Background: an optimization exercise with open tools, aiming at a short achievable clock period and few clock cycles. Do not read the settings as production practice. The RTL was checked by simulation tests, not by an equivalence proof against the original design. No activity file was given, so power comes from the tool's default toggle rates.

File: design.v
`timescale 1ns / 1ps
module myCPU (
    input wire cpu_rst,
    input wire cpu_clk,
    output wire [13:0] inst_addr,
    input  wire [31:0] inst,
    output wire [31:0] Bus_addr,
    input  wire [31:0] Bus_rdata,
    output wire        Bus_wen,
    output wire [31:0] Bus_wdata
    , 
    output wire        debug_wb_have_inst,
    output wire [31:0] debug_wb_pc,
    output             debug_wb_ena,
    output wire [ 4:0] debug_wb_reg,
    output wire [31:0] debug_wb_value
);
  localparam IB = 5;             
  localparam NB = 1 << IB;       
  localparam TB = 14 - IB;       
  wire clk = cpu_clk;
  wire rst = cpu_rst;
  reg  [31:0] pc_f;
  reg  [13:0] pc_o;              
  reg         d_valid;
  reg  [31:0] d_inst;
  reg  [31:0] d_pc;
  reg  [31:0] d_pc4;
  reg  [31:0] d_tq;              
  reg  [31:0] d_pnpc;
  reg         d_hit;
  reg         d_ptaken;
  reg  [ 1:0] d_ctr;
  reg         d_is_lui, d_is_auipc, d_is_jal, d_is_jalr, d_is_br, d_is_ld, d_is_st, d_is_alu;
  reg         d_use1, d_use2;
  reg         e_valid;
  reg  [31:0] e_pc;
  reg  [31:0] e_pc4;
  reg  [31:0] e_tgt;
  reg  [31:0] e_pnpc;
  reg  [31:0] e_a;
  reg  [31:0] e_b;
  reg  [31:0] e_sd;
  reg  [31:0] e_pre;
  reg         e_fas, e_fao, e_fbs, e_fbo, e_fss, e_fso;
  reg         e_r_add, e_r_slt, e_r_sltu, e_r_and, e_r_or, e_r_xor, e_r_sll, e_r_sr, e_r_pre;
  reg         e_sub, e_sra;
  reg  [ 4:0] e_rd;
  reg         e_rfwe;
  reg         e_ld;
  reg         e_sw;
  reg         e_sbsh;
  reg  [ 2:0] e_f3;
  reg         e_br;
  reg         e_jal;
  reg         e_jalr;
  reg         e_tok;
  reg         e_nok;
  reg         e_hit;
  reg  [ 1:0] e_ctr;
  reg         e_ret;
  reg         e_call;
  reg         m_valid;
  reg  [31:0] m_pc;
  reg  [31:0] m_sum;
  reg  [31:0] m_oth;
  reg         m_add;
  reg  [ 4:0] m_rd;
  reg         m_rfwe;
  reg         m_ld;
  reg  [ 2:0] m_f3;
  reg  [ 1:0] m_alo;
  reg         m_sbsh;
  reg  [31:0] m_sd;
  reg         w_we;
  reg  [ 4:0] w_rd;
  reg  [31:0] w_val;
  reg  [31:1] w_sel;
  reg         o_have;
  reg  [31:0] o_pc;
  reg         o_ena;
  reg  [ 4:0] o_rd;
  reg  [31:0] o_val;
  reg  [31:0] bus_addr_r;
  reg         bus_wen_r;
  reg  [31:0] bus_wdata_r;
  reg         r_redir;
  reg         r_sj, r_st;
  reg  [31:0] r_jt;
  reg  [31:0] r_tgt;
  reg  [31:0] r_pc4;
  reg         u_valid;
  reg  [IB-1:0] u_idx;
  reg  [TB-1:0] u_tag;
  reg  [13:0] u_tgt;
  reg         u_taken;
  reg         u_br;
  reg         u_hit;
  reg  [ 1:0] u_ctr;
  reg         u_ret;
  reg         u_call;
  reg  [31:0] ras;
  reg         btb_v   [0:NB-1];
  reg  [TB-1:0] btb_tag [0:NB-1];
  reg  [13:0] btb_tgt [0:NB-1];
  reg  [ 1:0] btb_ctr [0:NB-1];
  reg         btb_ret [0:NB-1];
  reg         btb_call[0:NB-1];
  reg  [31:0] rf      [1:31];
  reg  [31:1] rf_ok;             
  wire [IB-1:0] f_idx = pc_f[IB+1:2];
  wire          f_hit = btb_v[f_idx] && (btb_tag[f_idx] == pc_f[15:IB+2]);
  wire [ 1:0]   f_ctr = btb_ctr[f_idx];
  wire          f_ptaken = f_hit && f_ctr[1];
  wire [31:0]   f_pc4 = pc_f + 32'd4;
  wire [31:0]   f_btgt = btb_ret[f_idx] ? ras : {pc_f[31:16], btb_tgt[f_idx], 2'b00};
  wire [31:0]   f_pnpc = f_ptaken ? f_btgt : f_pc4;
  assign inst_addr = pc_o;
  wire [6:0] f_op = inst[6:0];
  wire f_is_lui   = f_op == 7'b0110111;
  wire f_is_auipc = f_op == 7'b0010111;
  wire f_is_jal   = f_op == 7'b1101111;
  wire f_is_jalr  = f_op == 7'b1100111;
  wire f_is_br    = f_op == 7'b1100011;
  wire f_is_ld    = f_op == 7'b0000011;
  wire f_is_st    = f_op == 7'b0100011;
  wire f_is_opi   = f_op == 7'b0010011;
  wire f_is_op    = f_op == 7'b0110011;
  wire [15:0] f_immB = {{4{inst[31]}}, inst[7], inst[30:25], inst[11:8], 1'b0};
  wire [15:0] f_immJ = {inst[15:12], inst[20], inst[30:21], 1'b0};
  wire [15:0] f_tqB  = pc_f[15:0] + f_immB;
  wire [15:0] f_tqJ  = pc_f[15:0] + f_immJ;
  wire [31:0] f_tq   = {pc_f[31:16], f_is_jal ? f_tqJ : f_tqB};
  wire [ 4:0] d_rd  = d_inst[11:7];
  wire [ 2:0] d_f3  = d_inst[14:12];
  wire [ 4:0] d_rs1 = d_inst[19:15];
  wire [ 4:0] d_rs2 = d_inst[24:20];
  wire        d_f7b = d_inst[30];
  wire        d_is_ctl = d_is_jal | d_is_jalr | d_is_br;
  wire        d_is_mem = d_is_ld | d_is_st;
  wire        d_rfwe = ~(d_is_br | d_is_st);
  wire        d_sub = d_is_alu && d_inst[5] && d_f7b && d_f3 == 3'b000;
  wire        d_call = (d_is_jal || d_is_jalr) && d_rd != 5'd0;
  wire [31:0] d_immI = {{20{d_inst[31]}}, d_inst[31:20]};
  wire [31:0] d_immS = {{20{d_inst[31]}}, d_inst[31:25], d_inst[11:7]};
  wire [31:0] d_immB = {{20{d_inst[31]}}, d_inst[7], d_inst[30:25], d_inst[11:8], 1'b0};
  wire [31:0] d_immJ = {{12{d_inst[31]}}, d_inst[19:12], d_inst[20], d_inst[30:21], 1'b0};
  wire [31:0] d_immU = {d_inst[31:12], 12'd0};
  wire [31:0] d_timm = d_is_jal ? d_immJ : d_immB;
  wire [31:0] d_tgt  = d_pc + d_timm;
  wire [31:0] d_auipc = {d_pc[31:12] + d_inst[31:12], d_pc[11:0]};
  function automatic addeq(input [31:0] a, input [31:0] b, input [31:0] x);
    reg [31:0] k, co;
    begin
      k  = a ^ b ^ x;
      co = (a & b) | ((a ^ b) & k);
      addeq = !k[0] && (k[31:1] == co[30:0]);
    end
  endfunction
  wire [31:0] m_rsh = Bus_rdata >> {m_alo, 3'b000};
  wire [31:0] m_ldv = m_f3[1] ? Bus_rdata :
                      m_f3[0] ? {{16{~m_f3[2] & m_rsh[15]}}, m_rsh[15:0]} :
                                {{24{~m_f3[2] & m_rsh[7]}}, m_rsh[7:0]};
  wire [31:0] m_val = m_ld ? m_ldv : m_add ? m_sum : m_oth;
  wire e_wr = e_valid && e_rfwe && (e_rd != 5'd0);
  wire m_wr = m_valid && m_rfwe && (m_rd != 5'd0);
  wire d_1E = e_wr && (e_rd == d_rs1);
  wire d_2E = e_wr && (e_rd == d_rs2);
  wire d_1M = m_wr && (m_rd == d_rs1);
  wire d_2M = m_wr && (m_rd == d_rs2);
  wire d_1W = w_we && (w_rd == d_rs1);
  wire d_2W = w_we && (w_rd == d_rs2);
  wire [31:0] d_rf1 = (d_rs1 != 5'd0 && rf_ok[d_rs1]) ? rf[d_rs1] : 32'd0;
  wire [31:0] d_rf2 = (d_rs2 != 5'd0 && rf_ok[d_rs2]) ? rf[d_rs2] : 32'd0;
  wire [31:0] d_v1 = d_1M ? m_val : d_1W ? w_val : d_rf1;
  wire [31:0] d_v2 = d_2M ? m_val : d_2W ? w_val : d_rf2;
  wire d_bsel = d_use2 && !d_is_st;    
  wire d_lduse = e_ld && ((d_use1 && d_1E) || (d_use2 && d_2E));
  wire d_subfw = d_sub && d_2E;
  wire d_memrmw = e_valid && e_sbsh && d_is_mem;
  wire stall_d = d_valid && (d_lduse || d_subfw || d_memrmw);
  wire d_back = d_inst[31];
  wire d_rd_tgt = (d_is_jal && !d_ptaken) || (d_is_br && d_back && !d_hit);
  wire d_rd_seq = !d_is_ctl && d_ptaken;
  wire redir_d = d_valid && !stall_d && !r_redir && (d_rd_tgt || d_rd_seq);
  wire [31:0] d_rdpc = d_rd_seq ? d_pc4 : d_tq;
  wire d_tok_p = addeq(d_pc, d_timm, d_pnpc);
  wire d_tok_q = addeq(d_pc, d_timm, d_tq);
  wire d_tok = d_rd_tgt ? d_tok_q : (!d_rd_seq && d_tok_p);
  wire d_nok = d_rd_seq || (!d_rd_tgt && d_pnpc == d_pc4);
  wire d_r_add  = (d_is_alu && d_f3 == 3'b000) || d_is_mem;
  wire d_r_sll  = d_is_alu && d_f3 == 3'b001;
  wire d_r_slt  = d_is_alu && d_f3 == 3'b010;
  wire d_r_sltu = d_is_alu && d_f3 == 3'b011;
  wire d_r_xor  = d_is_alu && d_f3 == 3'b100;
  wire d_r_sr   = d_is_alu && d_f3 == 3'b101;
  wire d_r_or   = d_is_alu && d_f3 == 3'b110;
  wire d_r_and  = d_is_alu && d_f3 == 3'b111;
  wire d_r_pre  = d_is_lui || d_is_auipc || d_is_jal || d_is_jalr;
  wire [31:0] d_pre = d_is_lui ? d_immU : d_is_auipc ? d_auipc : d_pc4;
  wire [31:0] ea = e_a  | ({32{e_fas}} & m_sum) | ({32{e_fao}} & m_oth);
  wire [31:0] eb = e_b  | ({32{e_fbs}} & m_sum) | ({32{e_fbo}} & m_oth);
  wire [31:0] es = e_sd | ({32{e_fss}} & m_sum) | ({32{e_fso}} & m_oth);
  wire [31:0] e_sum = ea + eb + {31'd0, e_sub};
  wire        e_eq  = (ea == eb);
  wire        e_ltu = (ea < eb);
  wire        e_lt  = (ea[31] != eb[31]) ? ea[31] : e_ltu;
  wire [31:0] e_sll = ea << eb[4:0];
  wire signed [32:0] e_srx = {e_sra & ea[31], ea};
  wire [32:0] e_srs = e_srx >>> eb[4:0];
  wire [31:0] e_sr  = e_srs[31:0];
  wire [31:0] e_oth = ({32{e_r_slt}} & {31'd0, e_lt})
                    | ({32{e_r_sltu}} & {31'd0, e_ltu})
                    | ({32{e_r_and}} & (ea & eb))
                    | ({32{e_r_or}} & (ea | eb))
                    | ({32{e_r_xor}} & (ea ^ eb))
                    | ({32{e_r_sll}} & e_sll)
                    | ({32{e_r_sr}} & e_sr)
                    | ({32{e_r_pre}} & e_pre);
  wire [31:0] e_jk = ea ^ eb ^ e_pnpc;
  wire [31:0] e_jg = ea & eb;
  wire [31:0] e_jco = e_jg | ((ea ^ eb) & e_jk);
  wire        e_jok = (e_jk[1] == e_jg[0]) && (e_jk[31:2] == e_jco[30:1]);
  wire e_cond = (e_f3[2] ? (e_f3[1] ? e_ltu : e_lt) : e_eq) ^ e_f3[0];
  wire e_taken = e_jal || (e_br && e_cond);
  wire [31:0] e_jt = {e_sum[31:1], 1'b0};
  wire e_mis = e_jalr ? !e_jok : (e_taken ? !e_tok : !e_nok);
  wire e_live = e_valid && !r_redir;
  wire [31:0] r_rpc = r_sj ? r_jt : r_st ? r_tgt : r_pc4;
  wire [31:0] m_merge;
  assign m_merge[7:0]   = (m_f3[0] ? !m_alo[1] : m_alo == 2'd0) ? m_sd[7:0] : Bus_rdata[7:0];
  assign m_merge[15:8]  = m_f3[0] ? (!m_alo[1] ? m_sd[15:8] : Bus_rdata[15:8])
                                  : (m_alo == 2'd1 ? m_sd[7:0] : Bus_rdata[15:8]);
  assign m_merge[23:16] = (m_f3[0] ? m_alo[1] : m_alo == 2'd2) ? m_sd[7:0] : Bus_rdata[23:16];
  assign m_merge[31:24] = m_f3[0] ? (m_alo[1] ? m_sd[15:8] : Bus_rdata[31:24])
                                  : (m_alo == 2'd3 ? m_sd[7:0] : Bus_rdata[31:24]);
  assign Bus_addr  = bus_addr_r;
  assign Bus_wen   = bus_wen_r;
  assign Bus_wdata = bus_wdata_r;
  integer i;
  wire [31:0] pc_next = r_redir ? r_rpc : redir_d ? d_rdpc : f_pnpc;
  always @(posedge clk or posedge rst) begin
    if (rst) begin
      pc_f <= 32'd0;
    end else if (r_redir || redir_d || !stall_d) begin
      pc_f <= pc_next;
    end
  end
  always @(posedge clk or posedge rst) begin
    if (rst) begin
      pc_o <= 14'd0;
    end else begin
      pc_o <= (r_redir || redir_d || !stall_d) ? pc_next[15:2] : pc_f[15:2];
    end
  end
  always @(posedge clk or posedge rst) begin
    if (rst) begin
      d_valid <= 1'b0;
    end else if (r_redir || redir_d) begin
      d_valid <= 1'b0;
    end else if (!stall_d) begin
      d_valid <= 1'b1;
    end
  end
  always @(posedge clk) begin
    if (!stall_d) begin
      d_inst     <= inst;
      d_pc       <= pc_f;
      d_pc4      <= f_pc4;
      d_tq       <= f_tq;
      d_pnpc     <= f_pnpc;
      d_hit      <= f_hit;
      d_ptaken   <= f_ptaken;
      d_ctr      <= f_ctr;
      d_is_lui   <= f_is_lui;
      d_is_auipc <= f_is_auipc;
      d_is_jal   <= f_is_jal;
      d_is_jalr  <= f_is_jalr;
      d_is_br    <= f_is_br;
      d_is_ld    <= f_is_ld;
      d_is_st    <= f_is_st;
      d_is_alu   <= f_is_op || f_is_opi;
      d_use1     <= !(f_is_lui || f_is_auipc || f_is_jal);
      d_use2     <= f_is_op || f_is_br || f_is_st;
    end
  end
  always @(posedge clk or posedge rst) begin
    if (rst) begin
      e_valid <= 1'b0;
    end else begin
      e_valid <= d_valid && !stall_d && !r_redir;
    end
  end
  always @(posedge clk) begin
    e_pc    <= d_pc;
    e_pc4   <= d_pc4;
    e_tgt   <= d_tgt;
    e_pnpc  <= redir_d ? d_rdpc : d_pnpc;
    e_a     <= d_1E ? 32'd0 : d_v1;
    e_b     <= !d_bsel ? (d_is_st ? d_immS : d_immI) : d_2E ? 32'd0 : d_sub ? ~d_v2 : d_v2;
    e_sd    <= d_2E ? 32'd0 : d_v2;
    e_fas   <= d_1E && e_r_add;
    e_fao   <= d_1E && !e_r_add;
    e_fbs   <= d_bsel && d_2E && e_r_add;
    e_fbo   <= d_bsel && d_2E && !e_r_add;
    e_fss   <= d_2E && e_r_add;
    e_fso   <= d_2E && !e_r_add;
    e_pre   <= d_pre;
    e_r_add <= d_r_add;
    e_r_slt <= d_r_slt;
    e_r_sltu <= d_r_sltu;
    e_r_and <= d_r_and;
    e_r_or  <= d_r_or;
    e_r_xor <= d_r_xor;
    e_r_sll <= d_r_sll;
    e_r_sr  <= d_r_sr;
    e_r_pre <= d_r_pre;
    e_sub   <= d_sub;
    e_sra   <= d_f7b;
    e_rd    <= d_rd;
    e_rfwe  <= d_rfwe;
    e_ld    <= d_is_ld;
    e_sw    <= d_is_st && d_f3[1];
    e_sbsh  <= d_is_st && !d_f3[1];
    e_f3    <= d_f3;
    e_br    <= d_is_br;
    e_jal   <= d_is_jal;
    e_jalr  <= d_is_jalr;
    e_tok   <= d_tok;
    e_nok   <= d_nok;
    e_hit   <= d_hit;
    e_ctr   <= d_ctr;
    e_ret   <= d_is_jalr && d_rd == 5'd0 && d_inst[31:20] == 12'd0;
    e_call  <= d_call;
  end
  always @(posedge clk or posedge rst) begin
    if (rst) begin
      m_valid <= 1'b0;
      m_sbsh  <= 1'b0;
      bus_wen_r <= 1'b0;
      r_redir <= 1'b0;
      u_valid <= 1'b0;
    end else begin
      m_valid <= e_live;
      m_sbsh  <= e_live && e_sbsh;
      bus_wen_r <= (e_live && e_sw) || m_sbsh;
      r_redir <= e_live && e_mis;
      u_valid <= e_live && (e_taken || e_jalr || (e_br && e_hit));
    end
  end
  always @(posedge clk) begin
    m_pc   <= e_pc;
    m_sum  <= e_sum;
    m_oth  <= e_oth;
    m_add  <= e_r_add;
    m_rd   <= e_rd;
    m_rfwe <= e_rfwe;
    m_ld   <= e_ld;
    m_f3   <= e_f3;
    m_alo  <= e_sum[1:0];
    m_sd   <= es;
    if (!m_sbsh) bus_addr_r <= e_sum;
    bus_wdata_r <= m_sbsh ? m_merge : es;
    r_sj   <= e_jalr;
    r_st   <= e_taken;
    r_jt   <= e_jt;
    r_tgt  <= e_tgt;
    r_pc4  <= e_pc4;
    u_idx  <= e_pc[IB+1:2];
    u_tag  <= e_pc[15:IB+2];
    u_tgt  <= e_jalr ? e_jt[15:2] : e_tgt[15:2];
    u_taken <= e_taken || e_jalr;
    u_br   <= e_br;
    u_hit  <= e_hit;
    u_ctr  <= e_ctr;
    u_ret  <= e_ret;
    u_call <= e_call;
  end
  always @(posedge clk or posedge rst) begin
    if (rst) begin
      w_we  <= 1'b0;
      w_sel <= 31'd0;
    end else begin
      w_we  <= m_wr;
      for (i = 1; i < 32; i = i + 1) w_sel[i] <= m_wr && m_rd == i;
    end
  end
  always @(posedge clk) begin
    w_rd  <= m_rd;
    w_val <= m_val;
  end
  always @(posedge clk or posedge rst) begin
    if (rst) begin
      o_have <= 1'b0;
    end else begin
      o_have <= m_valid;
    end
  end
  always @(posedge clk) begin
    if (m_valid) begin
      o_pc  <= m_pc;
      o_ena <= m_rfwe;
      o_rd  <= m_rd;
      o_val <= m_val;
    end
  end
  always @(posedge clk) begin
    for (i = 1; i < 32; i = i + 1) begin
      if (w_sel[i]) rf[i] <= w_val;
    end
  end
  always @(posedge clk or posedge rst) begin
    if (rst) begin
      rf_ok <= 31'd0;
    end else begin
      rf_ok <= rf_ok | w_sel;
    end
  end
  always @(posedge clk or posedge rst) begin
    if (rst) begin
      ras <= 32'd0;
    end else if (d_valid && !stall_d && !r_redir && d_call) begin
      ras <= d_pc4;
    end
  end
  wire [1:0] u_ctr_inc = (u_ctr == 2'b11) ? 2'b11 : u_ctr + 2'b01;
  wire [1:0] u_ctr_dec = (u_ctr == 2'b00) ? 2'b00 : u_ctr - 2'b01;
  always @(posedge clk or posedge rst) begin
    if (rst) begin
      for (i = 0; i < NB; i = i + 1) begin
        btb_v[i]   <= 1'b0;
        btb_ctr[i] <= 2'b00;
      end
    end else if (u_valid) begin
      btb_v[u_idx] <= 1'b1;
      if (!u_br) btb_ctr[u_idx] <= 2'b11;
      else if (u_taken) btb_ctr[u_idx] <= u_hit ? u_ctr_inc : 2'b10;
      else btb_ctr[u_idx] <= u_ctr_dec;
    end
  end
  always @(posedge clk) begin
    if (u_valid) begin
      btb_tag[u_idx]  <= u_tag;
      btb_ret[u_idx]  <= u_ret;
      btb_call[u_idx] <= u_call;
      if (u_taken) btb_tgt[u_idx] <= u_tgt;
    end
  end
  assign debug_wb_have_inst = o_have;
  assign debug_wb_pc        = o_pc;
  assign debug_wb_ena       = o_ena;
  assign debug_wb_reg       = o_rd;
  assign debug_wb_value     = o_val;
endmodule
File: config.mk
export PLATFORM = sky130hd
export DESIGN_NAME = myCPU
export DESIGN_NICKNAME = myCPU
export VERILOG_FILES = /design/flow/design.v
export SDC_FILE = /design/flow/constraint.sdc
export NUM_CORES = 8
export LEC_CHECK = 0
export CAP_MARGIN = 20
export CORE_MARGIN = 2
export CORE_UTILIZATION = 40
export SETUP_SLACK_MARGIN = 4.5
export SLEW_MARGIN = 20
File: run.sh
#!/bin/bash
# synth_recipe.tcl (not shown) runs the flow's synth.tcl, then flattens the netlist and writes it again
# the make line also repeats each setting of config.mk as NAME=value (left out here)
make -C /OpenROAD-flow-scripts/flow DESIGN_CONFIG=/design/flow/config.mk WORK_HOME=/design/flow/orfs CLKGATE_MAP_FILE= SYNTH_SCRIPT=/design/flow/synth_recipe.tcl finish
File: constraint.sdc
create_clock -name core_clock -period 8.0 [get_ports {cpu_clk}]
set_input_delay 1.6000 -clock core_clock [delete_from_list [all_inputs] [get_ports {cpu_clk}]]
set_output_delay 1.6000 -clock core_clock [all_outputs]
set_load 0.01 [all_outputs]
==> results.yml, run 1 <==
outcome:
  status: "finished clean"
timing:
  period_share_pct: 48.86
  layout_min_cycle_time_ns: 3.909
  clock.fmax_mhz: 255.8
  rsz0062_at_grt: "yes"
  finClkSkew_ns: 0.09949
  timing.hold.ws_ns: 0.3039
  tightest_slew_ns: 1.246
  slew_violations: 0
  finalHoldViolCount: 0
  max_slew_margin_pct: 16.92
  setup_viol: 0
  tns_ns: 0
  setup_slack_ns: 4.091
synthesis:
  synth-edff-count: 2011
  seq_area_frac_synth_pct: 63.58
  synth_area_per_cell_sq_um: 13.50
  ys_ff_latch: 2821
  ys_types: 96
  synth_flop_cell: "edfxtp_1"
  synthesis.area_sq_um: 122400
  synth_cells: 9071
  yosysWarnings: 36
  synthArstFlopShare_pct: 8.685
die:
  io_pins: 216
  fp.dieW_microns: 557.2
  die_y_microns: 557.2
  dieArea_sq_um: 310500
  start_util_pct: 40.13
  rows: 203
  coreArea_sq_um: 305000
clocking:
  clock_sinks: 2821
  holdBufCountCts: 0
  cts.clk_slew.worst_paths_ns: 0.06
  cts_tree: "built"
  cts_buffers: 305
  htreeDepth: 5
  cts-root-buf: "clkbuf_16"
  clk_latency_ns: 0.97
  clk_path_buf_depth: 4
pwr:
  leakage_nw: 53.70
  peakVddDrop_mv: 0.1932
  power_density_nw_per_um2: 325.1
critical_path:
  crit_fanout: 7
  end_kind: "register"
  required_ns: 8.74
  cp-start-kind: "register"
  path_class: "register to register"
  critPathArrivalTime_ns: 4.65
cells_and_area:
  final_net_count: 10090
  final_cell_mix: "2011 x edfxtp_1, 515 x dfxtp_1, 511 x buf_4"
  n_fill_cell: 25910
  drive_above_1_share_pct: 23.00
  regArea_sq_um: 78020
  multiInputGateArea_sq_um: 45240
  syn_to_final_growth_pct: 22.63
  design_area_sq_um: 150100
  final_common_cell: "edfxtp_1"
job:
  maxCapViolCount: 0
place:
  place_hpwl_mm: 322.1
  pre_cts_ws_ns: 2.164
  routabilityCongestion: 1.027
  dpl_cell_area_sq_um: 130600
  io_buffer_count: 215
drt:
  wl_mm: 540.8
  vias: 94590
  drc: 0
  drt-vias-per-instance: 6.691
  drtIter0Drc: 20060
  wl_per_cell_microns: 38.26
  drt_pre_antenna_iters: 14
  ant_nets: 0
global_routing:
  busiest_layer: "met2"
  grt_max_degree: 147
  track_usage_pct: 33.55
  use_met3_pct: 10.99
  grt_pass1_vias: 88970
  overflow: 0
  antenna_found_initial: 43
  use_met1_pct: 44.11
  grt_first_pass_wirelength_mm: 727.4
  gr-usage-met2_pct: 47.81
min_path:
  holdCritPathClass: "register to register"
stage by stage:
| stage | util, % | power [mW] | cells |
|---|---|---|---|
| floorplan | - | 26.11 | 9071 |
| global placement | 42.81 | 31.58 | 13090 |
| detailed placement | 42.82 | 31.66 | 13090 |
| CTS | 48.14 | 47.44 | 13950 |
| global route | 49.20 | 50.04 | 14120 |
| finish | 49.21 | 48.80 | 14140 |
cells in the mapped netlist (22+ instances only):
master    count  area share [%]
o21ai_0     362             1.5
clkbuf_1    459             1.4
ha_1        192             2.0
and2_1       47            0.24
o221ai_1     43            0.31
a21o_1       75            0.46
a21oi_1     428             1.7
o21bai_1     26            0.16
buf_2        57            0.23
and3_1       51            0.26
a221o_1      96            0.78
mux2_2       84            0.77
xor2_1       96            0.69
nand2_1     523             1.6
dfrtp_1     245             5.0
nand2b_1     60            0.31
edfxtp_1   2011              49
nor4_1       56            0.29
nor3_1       78            0.32
o21a_1       25            0.15
a22oi_1     446             2.7
nor2_1      536             1.6
dfxtp_1     565             9.2
a31oi_1      54            0.28
nand4_1     123            0.63
nor2b_1      37            0.19
a222oi_1     96            0.78
o211ai_1     73            0.45
a22o_1      187             1.3
inv_1       300            0.92
xnor2_1     200             1.4
buf_1        60            0.18
nand3_1     149            0.61
fa_1         80             1.3
mux4_2      225             4.1
a211oi_1     94            0.58
a221oi_1    243             1.7
o22ai_1      36            0.18
or2_2        58            0.30
mux2i_1     221             1.8
or3_1        22            0.11
kinds of logic (layout without fill, tap and decap cells):
kind of cell	after synthesis	in the layout	synth area share, %
AO/OA/AOI/OAI	2408	2408	14.08
XOR/XNOR	296	296	2.118
adder cells (fa/ha/maj)	272	272	3.271
buffers and inverters	900	1835	2.957
flip-flops	2821	2821	63.58
multiplexers	533	533	6.774
other	0	29	0
AND/OR/NAND/NOR	1841	1843	7.221
sequential cells by signal (all words and copies together), names as in the netlist, 64 cells and up:
signal	count
btb_ctr	64
btb_tgt	448
btb_tag	288
rf	992
cell type report:
class	instances	area share, %
sequential	2821	51.97
multi-input combinational	5352	30.13
timing repair buffer	966	6.880
clock buffer	401	5.570
tap	4100	3.417
clock inverter	161	1.163
inverter	305	0.8068
antenna	29	0.04834
timing repair inverter	2	0.009168
per-layer routing:
layer / routed length [microns] / vias to the layer above
met5: 232 / -
met4: 43030 / 30
met3: 78000 / 2211
met2: 222900 / 8719
met1: 196700 / 46860
li1: - / 36770
repair_timing:
item,CTS,global route
pin swaps,163,210
hold endpoints to repair,0,0
gates cloned,32,13
setup buffers,266,143
endpoints found under the setup margin,565,287
gates resized for setup,752,363
critical path, cell delays in order (launching register included):
cell	delay, ns
dfrtp_4	0.52
buf_8	0.16
ha_4	0.16
buf_12	0.13
clkinv_8	0.04
nor3_4	0.03
ha_2	0.19
a222oi_1	0.63
o2111ai_2	0.30
a2111oi_4	0.40
nor4_4	0.08
and3_4	0.22
buf_12	0.15
mux2_4	0.33
a221oi_4	0.28
a21oi_2	0.10
report_power, final:
group | internal [mW] | switching (mW) | leakage, nW
Clock | 8.25 | 6.16 | 4.92
Combinational | 5.94 | 8.21 | 21.9
Sequential | 17.9 | 2.33 | 26.9
path summary, 6_finish.rpt:
check	startpoint	slack, ns	end	cells after the start
worst max-delay path	pc_f[2]$_DFFE_PP0N_	4.09	pc_f[3]$_DFFE_PP0N_	15
worst min-delay path	e_pc4[6]$_DFF_P_	0.30	r_pc4[6]$_DFF_P_	0
worst max register to register	pc_f[2]$_DFFE_PP0N_	4.09	pc_f[3]$_DFFE_PP0N_	15
worst min register to register	e_pc4[6]$_DFF_P_	0.30	r_pc4[6]$_DFF_P_	0
max in group asynchronous	cpu_rst	5.30	pc_o[13]$_DFF_PP0_	4
min in group asynchronous	cpu_rst	0.99	o_have$_DFF_PP0_	2
Testbench counts, summed over its fixed seeds: cycles 88,022.
==> run 2, diff against run 1 <==
--- a/design.v
+++ b/design.v
@@ -1,2 +1,140 @@
+module ks_inv (input a, output y);
+  assign y = ~a;
+endmodule
+module ks_nand2 (input a, input b, output y);
+  assign y = ~(a & b);
+endmodule
+module ks_nor2 (input a, input b, output y);
+  assign y = ~(a | b);
+endmodule
+module ks_xor2 (input a, input b, output y);
+  assign y = a ^ b;
+endmodule
+module ks_xnor2 (input a, input b, output y);
+  assign y = ~(a ^ b);
+endmodule
+module ks_aoi21 (input a, input b, input c, output y);
+  assign y = ~(a | (b & c));
+endmodule
+module ks_oai21 (input a, input b, input c, output y);
+  assign y = ~(a & (b | c));
+endmodule
+module ks_majn (input a, input b, input c, output y);
+  assign y = ~((a & b) | ((a | b) & c));
+endmodule
+module ks_prefix #(parameter N = 32) (
+    input  [N-1:0] gn,    
+    input  [N-1:0] tn,    
+    output [N-1:0] c      
+);
+  localparam L = (N <= 2) ? 1 : (N <= 4) ? 2 : (N <= 8) ? 3 : (N <= 16) ? 4 : 5;
+  wire [N-1:0] G[0:L];
+  wire [N-1:0] T[0:L];
+  assign G[0] = gn;
+  assign T[0] = tn;
+  genvar l, i;
+  generate
+    for (l = 1; l <= L; l = l + 1) begin : LV
+      for (i = 0; i < N; i = i + 1) begin : C
+        if (i >= (1 << (l - 1))) begin : CMB
+          if (l % 2 == 1) begin : LH
+            ks_oai21 ug (.a(G[l-1][i]), .b(T[l-1][i]), .c(G[l-1][i-(1<<(l-1))]), .y(G[l][i]));
+            if (i >= (1 << l)) begin : BT
+              ks_nor2 ut (.a(T[l-1][i]), .b(T[l-1][i-(1<<(l-1))]), .y(T[l][i]));
+            end else begin : NT
+              assign T[l][i] = 1'b0;
+            end
+          end else begin : HL
+            ks_aoi21 ug (.a(G[l-1][i]), .b(T[l-1][i]), .c(G[l-1][i-(1<<(l-1))]), .y(G[l][i]));
+            if (i >= (1 << l)) begin : BT
+              ks_nand2 ut (.a(T[l-1][i]), .b(T[l-1][i-(1<<(l-1))]), .y(T[l][i]));
+            end else begin : NT
+              assign T[l][i] = 1'b0;
+            end
+          end
+        end else begin : PASS
+          ks_inv ug (.a(G[l-1][i]), .y(G[l][i]));
+          assign T[l][i] = 1'b0;
+        end
+      end
+    end
+    if (L % 2 == 1) begin : OH
+      assign c = G[L];
+    end else begin : OL
+      for (i = 0; i < N; i = i + 1) begin : CI
+        ks_inv u (.a(G[L][i]), .y(c[i]));
+      end
+    end
+  endgenerate
+endmodule
+module ks_add #(parameter N = 32) (
+    input  [N-1:0] a,
+    input  [N-1:0] b,
+    input          cin,
+    output [N-1:0] s
+);
+  wire [N-1:0] x, gn, tn, c;
+  genvar i;
+  generate
+    for (i = 0; i < N; i = i + 1) begin : B
+      ks_xor2 ux (.a(a[i]), .b(b[i]), .y(x[i]));
+      if (i == 0) begin : B0
+        ks_majn ug (.a(a[0]), .b(b[0]), .c(cin), .y(gn[0]));
+        assign tn[0] = 1'b1;
+        ks_xor2 us (.a(x[0]), .b(cin), .y(s[0]));
+      end else begin : BI
+        ks_nand2 ug (.a(a[i]), .b(b[i]), .y(gn[i]));
+        ks_nor2  ut (.a(a[i]), .b(b[i]), .y(tn[i]));
+        ks_xor2  us (.a(x[i]), .b(c[i-1]), .y(s[i]));
+      end
+    end
+  endgenerate
+  ks_prefix #(.N(N)) up (.gn(gn), .tn(tn), .c(c));
+endmodule
+module ks_inc #(parameter N = 30) (
+    input  [N-1:0] a,
+    output [N-1:0] s
+);
+  wire [N-1:0] gn, tn, c;
+  genvar i;
+  generate
+    for (i = 0; i < N; i = i + 1) begin : B
+      if (i == 0) begin : B0
+        ks_inv ug (.a(a[0]), .y(gn[0]));
+        assign tn[0] = 1'b1;
+        ks_inv us (.a(a[0]), .y(s[0]));
+      end else begin : BI
+        assign gn[i] = 1'b1;
+        ks_inv ut (.a(a[i]), .y(tn[i]));
+        ks_xor2 us (.a(a[i]), .b(c[i-1]), .y(s[i]));
+      end
+    end
+  endgenerate
+  ks_prefix #(.N(N)) up (.gn(gn), .tn(tn), .c(c));
+endmodule
+module ks_lt #(parameter N = 32) (
+    input  [N-1:0] a,
+    input  [N-1:0] b,
+    input          sgn,
+    output         lt
+);
+  wire [N-1:0] aa, bn, gn, tn, c;
+  assign aa = {a[N-1] ^ sgn, a[N-2:0]};
+  assign bn = ~{b[N-1] ^ sgn, b[N-2:0]};
+  genvar i;
+  generate
+    for (i = 0; i < N; i = i + 1) begin : B
+      if (i == 0) begin : B0
+        ks_nor2 ug (.a(aa[0]), .b(bn[0]), .y(gn[0]));
+        assign tn[0] = 1'b1;
+      end else begin : BI
+        ks_nand2 ug (.a(aa[i]), .b(bn[i]), .y(gn[i]));
+        ks_nor2  ut (.a(aa[i]), .b(bn[i]), .y(tn[i]));
+      end
+    end
+  endgenerate
+  ks_prefix #(.N(N)) up (.gn(gn), .tn(tn), .c(c));
+  assign lt = ~c[N-1];
+endmodule
 `timescale 1ns / 1ps
 module myCPU (
@@ -23,4 +161,5 @@
   reg  [31:0] pc_f;
   reg  [13:0] pc_o;              
+  reg  [13:0] pc_b;              
   reg         d_valid;
   reg  [31:0] d_inst;
@@ -37,13 +176,12 @@
   reg  [31:0] e_pc;
   reg  [31:0] e_pc4;
-  reg  [31:0] e_tgt;
   reg  [31:0] e_pnpc;
   reg  [31:0] e_a;
   reg  [31:0] e_b;
   reg  [31:0] e_sd;
-  reg  [31:0] e_pre;
+  reg  [31:0] e_timm;
   reg         e_fas, e_fao, e_fbs, e_fbo, e_fss, e_fso;
   reg         e_r_add, e_r_slt, e_r_sltu, e_r_and, e_r_or, e_r_xor, e_r_sll, e_r_sr, e_r_pre;
-  reg         e_sub, e_sra;
+  reg         e_sub, e_sra, e_sgn;
   reg  [ 4:0] e_rd;
   reg         e_rfwe;
@@ -70,5 +208,5 @@
   reg         m_ld;
   reg  [ 2:0] m_f3;
-  reg  [ 1:0] m_alo;
+  reg  [31:0] m_addr;
   reg         m_sbsh;
   reg  [31:0] m_sd;
@@ -109,9 +247,11 @@
   reg  [31:0] rf      [1:31];
   reg  [31:1] rf_ok;             
-  wire [IB-1:0] f_idx = pc_f[IB+1:2];
-  wire          f_hit = btb_v[f_idx] && (btb_tag[f_idx] == pc_f[15:IB+2]);
+  wire [IB-1:0] f_idx = pc_b[IB-1:0];
+  wire          f_hit = btb_v[f_idx] && (btb_tag[f_idx] == pc_b[13:IB]);
   wire [ 1:0]   f_ctr = btb_ctr[f_idx];
   wire          f_ptaken = f_hit && f_ctr[1];
-  wire [31:0]   f_pc4 = pc_f + 32'd4;
+  wire [31:0]   f_pc4;
+  assign f_pc4[1:0] = pc_f[1:0];
+  ks_inc #(.N(30)) u_finc (.a(pc_f[31:2]), .s(f_pc4[31:2]));
   wire [31:0]   f_btgt = btb_ret[f_idx] ? ras : {pc_f[31:16], btb_tgt[f_idx], 2'b00};
   wire [31:0]   f_pnpc = f_ptaken ? f_btgt : f_pc4;
@@ -129,6 +269,7 @@
   wire [15:0] f_immB = {{4{inst[31]}}, inst[7], inst[30:25], inst[11:8], 1'b0};
   wire [15:0] f_immJ = {inst[15:12], inst[20], inst[30:21], 1'b0};
-  wire [15:0] f_tqB  = pc_f[15:0] + f_immB;
-  wire [15:0] f_tqJ  = pc_f[15:0] + f_immJ;
+  wire [15:0] f_tqB, f_tqJ;
+  ks_add #(.N(16)) u_ftqb (.a(pc_f[15:0]), .b(f_immB), .cin(1'b0), .s(f_tqB));
+  ks_add #(.N(16)) u_ftqj (.a(pc_f[15:0]), .b(f_immJ), .cin(1'b0), .s(f_tqJ));
   wire [31:0] f_tq   = {pc_f[31:16], f_is_jal ? f_tqJ : f_tqB};
   wire [ 4:0] d_rd  = d_inst[11:7];
@@ -148,6 +289,4 @@
   wire [31:0] d_immU = {d_inst[31:12], 12'd0};
   wire [31:0] d_timm = d_is_jal ? d_immJ : d_immB;
-  wire [31:0] d_tgt  = d_pc + d_timm;
-  wire [31:0] d_auipc = {d_pc[31:12] + d_inst[31:12], d_pc[11:0]};
   function automatic addeq(input [31:0] a, input [31:0] b, input [31:0] x);
     reg [31:0] k, co;
@@ -158,4 +297,5 @@
     end
   endfunction
+  wire [1:0]  m_alo = m_addr[1:0];
   wire [31:0] m_rsh = Bus_rdata >> {m_alo, 3'b000};
   wire [31:0] m_ldv = m_f3[1] ? Bus_rdata :
@@ -189,5 +329,5 @@
   wire d_tok = d_rd_tgt ? d_tok_q : (!d_rd_seq && d_tok_p);
   wire d_nok = d_rd_seq || (!d_rd_tgt && d_pnpc == d_pc4);
-  wire d_r_add  = (d_is_alu && d_f3 == 3'b000) || d_is_mem;
+  wire d_r_add  = (d_is_alu && d_f3 == 3'b000) || d_is_mem || d_is_lui || d_is_auipc;
   wire d_r_sll  = d_is_alu && d_f3 == 3'b001;
   wire d_r_slt  = d_is_alu && d_f3 == 3'b010;
@@ -197,19 +337,20 @@
   wire d_r_or   = d_is_alu && d_f3 == 3'b110;
   wire d_r_and  = d_is_alu && d_f3 == 3'b111;
-  wire d_r_pre  = d_is_lui || d_is_auipc || d_is_jal || d_is_jalr;
-  wire [31:0] d_pre = d_is_lui ? d_immU : d_is_auipc ? d_auipc : d_pc4;
+  wire d_r_pre  = d_is_jal || d_is_jalr;
   wire [31:0] ea = e_a  | ({32{e_fas}} & m_sum) | ({32{e_fao}} & m_oth);
   wire [31:0] eb = e_b  | ({32{e_fbs}} & m_sum) | ({32{e_fbo}} & m_oth);
   wire [31:0] es = e_sd | ({32{e_fss}} & m_sum) | ({32{e_fso}} & m_oth);
-  wire [31:0] e_sum = ea + eb + {31'd0, e_sub};
+  wire [31:0] e_sum;
+  ks_add #(.N(32)) u_eadd (.a(ea), .b(eb), .cin(e_sub), .s(e_sum));
   wire        e_eq  = (ea == eb);
-  wire        e_ltu = (ea < eb);
-  wire        e_lt  = (ea[31] != eb[31]) ? ea[31] : e_ltu;
+  wire        e_lt;              
+  ks_lt #(.N(32)) u_elt (.a(ea), .b(eb), .sgn(e_sgn), .lt(e_lt));
+  wire [31:0] e_tgt;
+  ks_add #(.N(32)) u_etgt (.a(e_pc), .b(e_timm), .cin(1'b0), .s(e_tgt));
   wire [31:0] e_sll = ea << eb[4:0];
   wire signed [32:0] e_srx = {e_sra & ea[31], ea};
   wire [32:0] e_srs = e_srx >>> eb[4:0];
   wire [31:0] e_sr  = e_srs[31:0];
-  wire [31:0] e_oth = ({32{e_r_slt}} & {31'd0, e_lt})
-                    | ({32{e_r_sltu}} & {31'd0, e_ltu})
+  wire [31:0] e_oth = ({32{e_r_slt | e_r_sltu}} & {31'd0, e_lt})
                     | ({32{e_r_and}} & (ea & eb))
                     | ({32{e_r_or}} & (ea | eb))
@@ -217,10 +358,10 @@
                     | ({32{e_r_sll}} & e_sll)
                     | ({32{e_r_sr}} & e_sr)
-                    | ({32{e_r_pre}} & e_pre);
+                    | ({32{e_r_pre}} & e_pc4);
   wire [31:0] e_jk = ea ^ eb ^ e_pnpc;
   wire [31:0] e_jg = ea & eb;
   wire [31:0] e_jco = e_jg | ((ea ^ eb) & e_jk);
   wire        e_jok = (e_jk[1] == e_jg[0]) && (e_jk[31:2] == e_jco[30:1]);
-  wire e_cond = (e_f3[2] ? (e_f3[1] ? e_ltu : e_lt) : e_eq) ^ e_f3[0];
+  wire e_cond = (e_f3[2] ? e_lt : e_eq) ^ e_f3[0];
   wire e_taken = e_jal || (e_br && e_cond);
   wire [31:0] e_jt = {e_sum[31:1], 1'b0};
@@ -243,13 +384,16 @@
     if (rst) begin
       pc_f <= 32'd0;
-    end else if (r_redir || redir_d || !stall_d) begin
+    end else if (pc_upd) begin
       pc_f <= pc_next;
     end
   end
+  wire pc_upd = r_redir || redir_d || !stall_d;
   always @(posedge clk or posedge rst) begin
     if (rst) begin
       pc_o <= 14'd0;
+      pc_b <= 14'd0;
     end else begin
-      pc_o <= (r_redir || redir_d || !stall_d) ? pc_next[15:2] : pc_f[15:2];
+      pc_o <= pc_upd ? pc_next[15:2] : pc_f[15:2];
+      pc_b <= pc_upd ? pc_next[15:2] : pc_o;
     end
   end
@@ -295,16 +439,16 @@
     e_pc    <= d_pc;
     e_pc4   <= d_pc4;
-    e_tgt   <= d_tgt;
+    e_timm  <= d_timm;
     e_pnpc  <= redir_d ? d_rdpc : d_pnpc;
-    e_a     <= d_1E ? 32'd0 : d_v1;
-    e_b     <= !d_bsel ? (d_is_st ? d_immS : d_immI) : d_2E ? 32'd0 : d_sub ? ~d_v2 : d_v2;
+    e_a     <= d_is_auipc ? d_pc : (!d_use1 || d_1E) ? 32'd0 : d_v1;
+    e_b     <= !d_bsel ? (d_is_st ? d_immS : (d_is_lui || d_is_auipc) ? d_immU : d_immI)
+             : d_2E ? 32'd0 : d_sub ? ~d_v2 : d_v2;
     e_sd    <= d_2E ? 32'd0 : d_v2;
-    e_fas   <= d_1E && e_r_add;
-    e_fao   <= d_1E && !e_r_add;
+    e_fas   <= d_use1 && d_1E && e_r_add;
+    e_fao   <= d_use1 && d_1E && !e_r_add;
     e_fbs   <= d_bsel && d_2E && e_r_add;
     e_fbo   <= d_bsel && d_2E && !e_r_add;
     e_fss   <= d_2E && e_r_add;
     e_fso   <= d_2E && !e_r_add;
-    e_pre   <= d_pre;
     e_r_add <= d_r_add;
     e_r_slt <= d_r_slt;
@@ -318,4 +462,5 @@
     e_sub   <= d_sub;
     e_sra   <= d_f7b;
+    e_sgn   <= d_is_br ? !d_f3[1] : !d_f3[0];
     e_rd    <= d_rd;
     e_rfwe  <= d_rfwe;
@@ -358,7 +503,7 @@
     m_ld   <= e_ld;
     m_f3   <= e_f3;
-    m_alo  <= e_sum[1:0];
+    m_addr <= e_sum;
     m_sd   <= es;
-    if (!m_sbsh) bus_addr_r <= e_sum;
+    bus_addr_r <= m_sbsh ? m_addr : e_sum;
     bus_wdata_r <= m_sbsh ? m_merge : es;
     r_sj   <= e_jalr;
@@ -387,6 +532,8 @@
   end
   always @(posedge clk) begin
-    w_rd  <= m_rd;
-    w_val <= m_val;
+    if (m_wr) begin
+      w_rd  <= m_rd;
+      w_val <= m_val;
+    end
   end
   always @(posedge clk or posedge rst) begin
@@ -398,10 +545,8 @@
   end
   always @(posedge clk) begin
-    if (m_valid) begin
-      o_pc  <= m_pc;
-      o_ena <= m_rfwe;
-      o_rd  <= m_rd;
-      o_val <= m_val;
-    end
+    o_pc  <= m_pc;
+    o_ena <= m_rfwe;
+    o_rd  <= m_rd;
+    o_val <= m_val;
   end
   always @(posedge clk) begin
--- a/config.mk
+++ b/config.mk
@@ -9,4 +9,5 @@
 export CORE_MARGIN = 2
 export CORE_UTILIZATION = 40
-export SETUP_SLACK_MARGIN = 4.5
+export SETUP_SLACK_MARGIN = 5
 export SLEW_MARGIN = 20
+export SYNTH_HIERARCHICAL = 1
==> run 2 against run 1 <==
  * Synthesized cell count rose by 11%
  * Routed wire length rose by 17%
  * Critical path type unchanged
  * Highest routed layer unchanged
  * Global-route usage rose by 3.8 points
==> results.yml, run 2 <==
outcome:
  status: "finished clean"
timing:
  finalHoldViolCount: 0
  period_share_pct: 46.80
  slew_violations: 0
  clock.fmax_mhz: 267.1
  rsz0062_at_grt: "yes"
  tightest_slew_ns: 1.289
  layout_min_cycle_time_ns: 3.744
  tns_ns: 0
  max_slew_margin_pct: 14.08
  timing.hold.ws_ns: 0.3245
  finClkSkew_ns: 0.1078
  setup_viol: 0
job:
  maxCapViolCount: 0
clocking:
  cts.clk_slew.worst_paths_ns: 0.06
  cts-root-buf: "clkbuf_16"
  clk_latency_ns: 1.00
  holdBufCountCts: 0
  clock_sinks: 2794
  cts_tree: "built"
  cts_buffers: 303
  clk_path_buf_depth: 4
  htreeDepth: 5
die:
  io_pins: 216
  start_util_pct: 40.18
  fp.dieW_microns: 569.2
  rows: 207
  coreArea_sq_um: 318100
  die_y_microns: 569.2
  dieArea_sq_um: 324000
drt:
  wl_per_cell_microns: 40.81
  drc: 0
  wl_mm: 633.1
  ant_nets: 0
  vias: 107100
  drtIter0Drc: 21410
  drt_pre_antenna_iters: 14
  drt-vias-per-instance: 6.903
critical_path:
  critPathArrivalTime_ns: 4.56
  crit_start: "d_inst[21]$_DFFE_PN_"
  path_class: "register to register"
  crit_fanout: 6
  required_ns: 8.82
  path_cells: "buf_12 > buf_6 > buf_12 > ha_4 > buf_12 > buf_12 > and4b_4 > buf_12 > a22o_1 > a221oi_2 > nand4_1 > a2111o_1 > a31oi_4 > mux2i_1 > a211o_1"
  cp-start-kind: "register"
  cpMaxStageDelayCell: "a2111o_1"
  critPathMaxStageDelay_ns: 0.53
  reg2reg_to: "e_b[12]$_DFF_P_"
  path_delay_family: "compound AO/OA/AOI/OAI gates"
  rrSetupSlack_ns: 4.26
  r2r_cells: 15
  end_kind: "register"
  crit_path_frequent_cell: "buf_12"
  regToRegStartpoint: "d_inst[21]$_DFFE_PN_"
  endpoint: "e_b[12]$_DFF_P_"
  cp.buffers_inverters: 6
  cp.depth: 15
global_routing:
  overflow: 0
  antenna_found_initial: 60
  grt_first_pass_wirelength_mm: 834.3
  track_usage_pct: 37.35
  grt_max_degree: 134
  grt_pass1_vias: 99020
synthesis:
  yosysWarnings: 77
  synthesis.area_sq_um: 127800
  synth_cells: 10060
  synth_area_per_cell_sq_um: 12.71
cells_and_area:
  drive_above_1_share_pct: 29.47
  final_common_cell: "edfxtp_1"
  regMostFlops: "rf"
  n_fill_cell: 26670
  syn_to_final_growth_pct: 27.11
  largest_reg_flops: 992
  top_regs: "rf (992), btb_tgt (448), btb_tag (288)"
  final_cell_mix: "1947 x edfxtp_1, 702 x nand2_1, 620 x nor2_1"
  final_net_count: 11290
pwr:
  leakage_nw: 60.01
  peakVddDrop_mv: 0.2298
  power_density_nw_per_um2: 344.8
  finalPower_mw: 56.01
min_path:
  holdCritPathClass: "register to register"
  hold_start: "m_pc[17]$_DFF_P_"
place:
  routabilityCongestion: 1.005
  io_buffer_count: 215
  place_hpwl_mm: 360.5
run 2: changes by cell type in the layout (fill, tap and decap cells not counted), moves of 148 or more:
cell     previous run  this run
a22o_1            187       341
o21ai_1            40       339
a21oi_2            56       214
nand2_1           506       702
a22oi_1           420       272
a21oi_1           354       192
nor2_1            472       620
xor2_1             94       265
run 2: through the flow:
step	cell area (sq um)	utilization, %	instances	setup WS [ns]
finish	162400	51.08	15510	4.256
floorplan	129300	-	10130	2.986
CTS	157400	49.48	15230	4.276
global route	162400	51.05	15480	4.284
detailed placement	136800	43.01	14180	2.033
global placement	136800	43.01	14180	1.988
run 2: routing by layer:
layer	GRT usage [%]	part of all wire, %
met2	51.30	40
met4	26.12	9.6
met1	46.69	35
met3	16.46	16
met5	0.8181	0.14
run 2: how the worst min path moves through the flow:
stage,to,slack (ns),cells after the start
global route,m_f3[1]$_DFF_P_,0.33,0
CTS,o_pc[17]$_DFF_P_,0.33,0
finish,o_pc[17]$_DFF_P_,0.32,0
detailed placement,m_f3[1]$_DFF_P_,0.31,0
global placement,o_pc[16]$_DFF_P_,0.31,0
floorplan,m_f3[1]$_DFF_P_,0.31,0
run 2: cell type report:
| cell class | instances | area (sq um) | area share, % |
|---|---|---|---|
| repair buffers | 1212 | 14530 | 8.944 |
| clock inverters | 170 | 1562 | 0.9612 |
| flip-flops and latches | 2794 | 76980 | 47.39 |
| inverters | 441 | 1823 | 1.122 |
| clock buffers | 381 | 8283 | 5.099 |
| well taps | 4180 | 5230 | 3.220 |
| repair inverters | 3 | 21.27 | 0.01309 |
| multi-input cells | 6290 | 53910 | 33.19 |
| diodes | 42 | 105.1 | 0.06470 |
run 2: power breakdown:
| group | switching (mW) | total (mW) | internal [mW] |
|---|---|---|---|
| combinational | 12.0 | 19.8 | 7.86 |
| sequential | 3.53 | 22.0 | 18.5 |
| clock | 6.15 | 14.2 | 8.01 |
run 2: repair_timing:
action	4_1_cts	5_1_grt
gates resized for setup	1841	592
pin swaps	307	257
cloned	97	25
setup endpoints to repair	788	523
buffers inserted	401	202
Testbench counts of run 2, summed over its fixed seeds: cycles 88,022.

-- afterwards: timing with drivers on the ports --
The results above use ideal ports. As a check the final layouts listed here were re-extracted and re-timed, cells and wires unchanged.
Step 1 (the two cells are an assumption about what drives the block):
set clk [get_ports {cpu_clk}]
set_driving_cell -lib_cell sky130_fd_sc_hd__clkbuf_16 $clk
set_driving_cell -lib_cell sky130_fd_sc_hd__buf_2 [delete_from_list [all_inputs] $clk]
Step 2 moves the port delays by t, midway between the first and last clock arrival at a register: inputs arrive t later, outputs are due t later. That takes back most of the time a late clock gives input paths.
Three values: ideal, step 1, step 2; two values: the first two.
| run | t (ns) | setup WS [ns] | worst setup path at the end | latest minus earliest clock arrival (ns) | worst data-port slew with drivers (ns) |
|---|---|---|---|---|---|
| run 1 | 1.020 | 4.091 / 4.091 / 3.130 | input to register | 0.104 / 0.104 | 0.06 |
| run 2 | 1.063 | 4.256 / 4.256 / 3.569 | input to register | 0.114 / 0.114 | 0.22 |
After both steps every run listed still meets setup and hold. For run 1, which loses most, drivers alone change the setup slack by 0.000 ns; drivers and shift together by -0.961 ns.
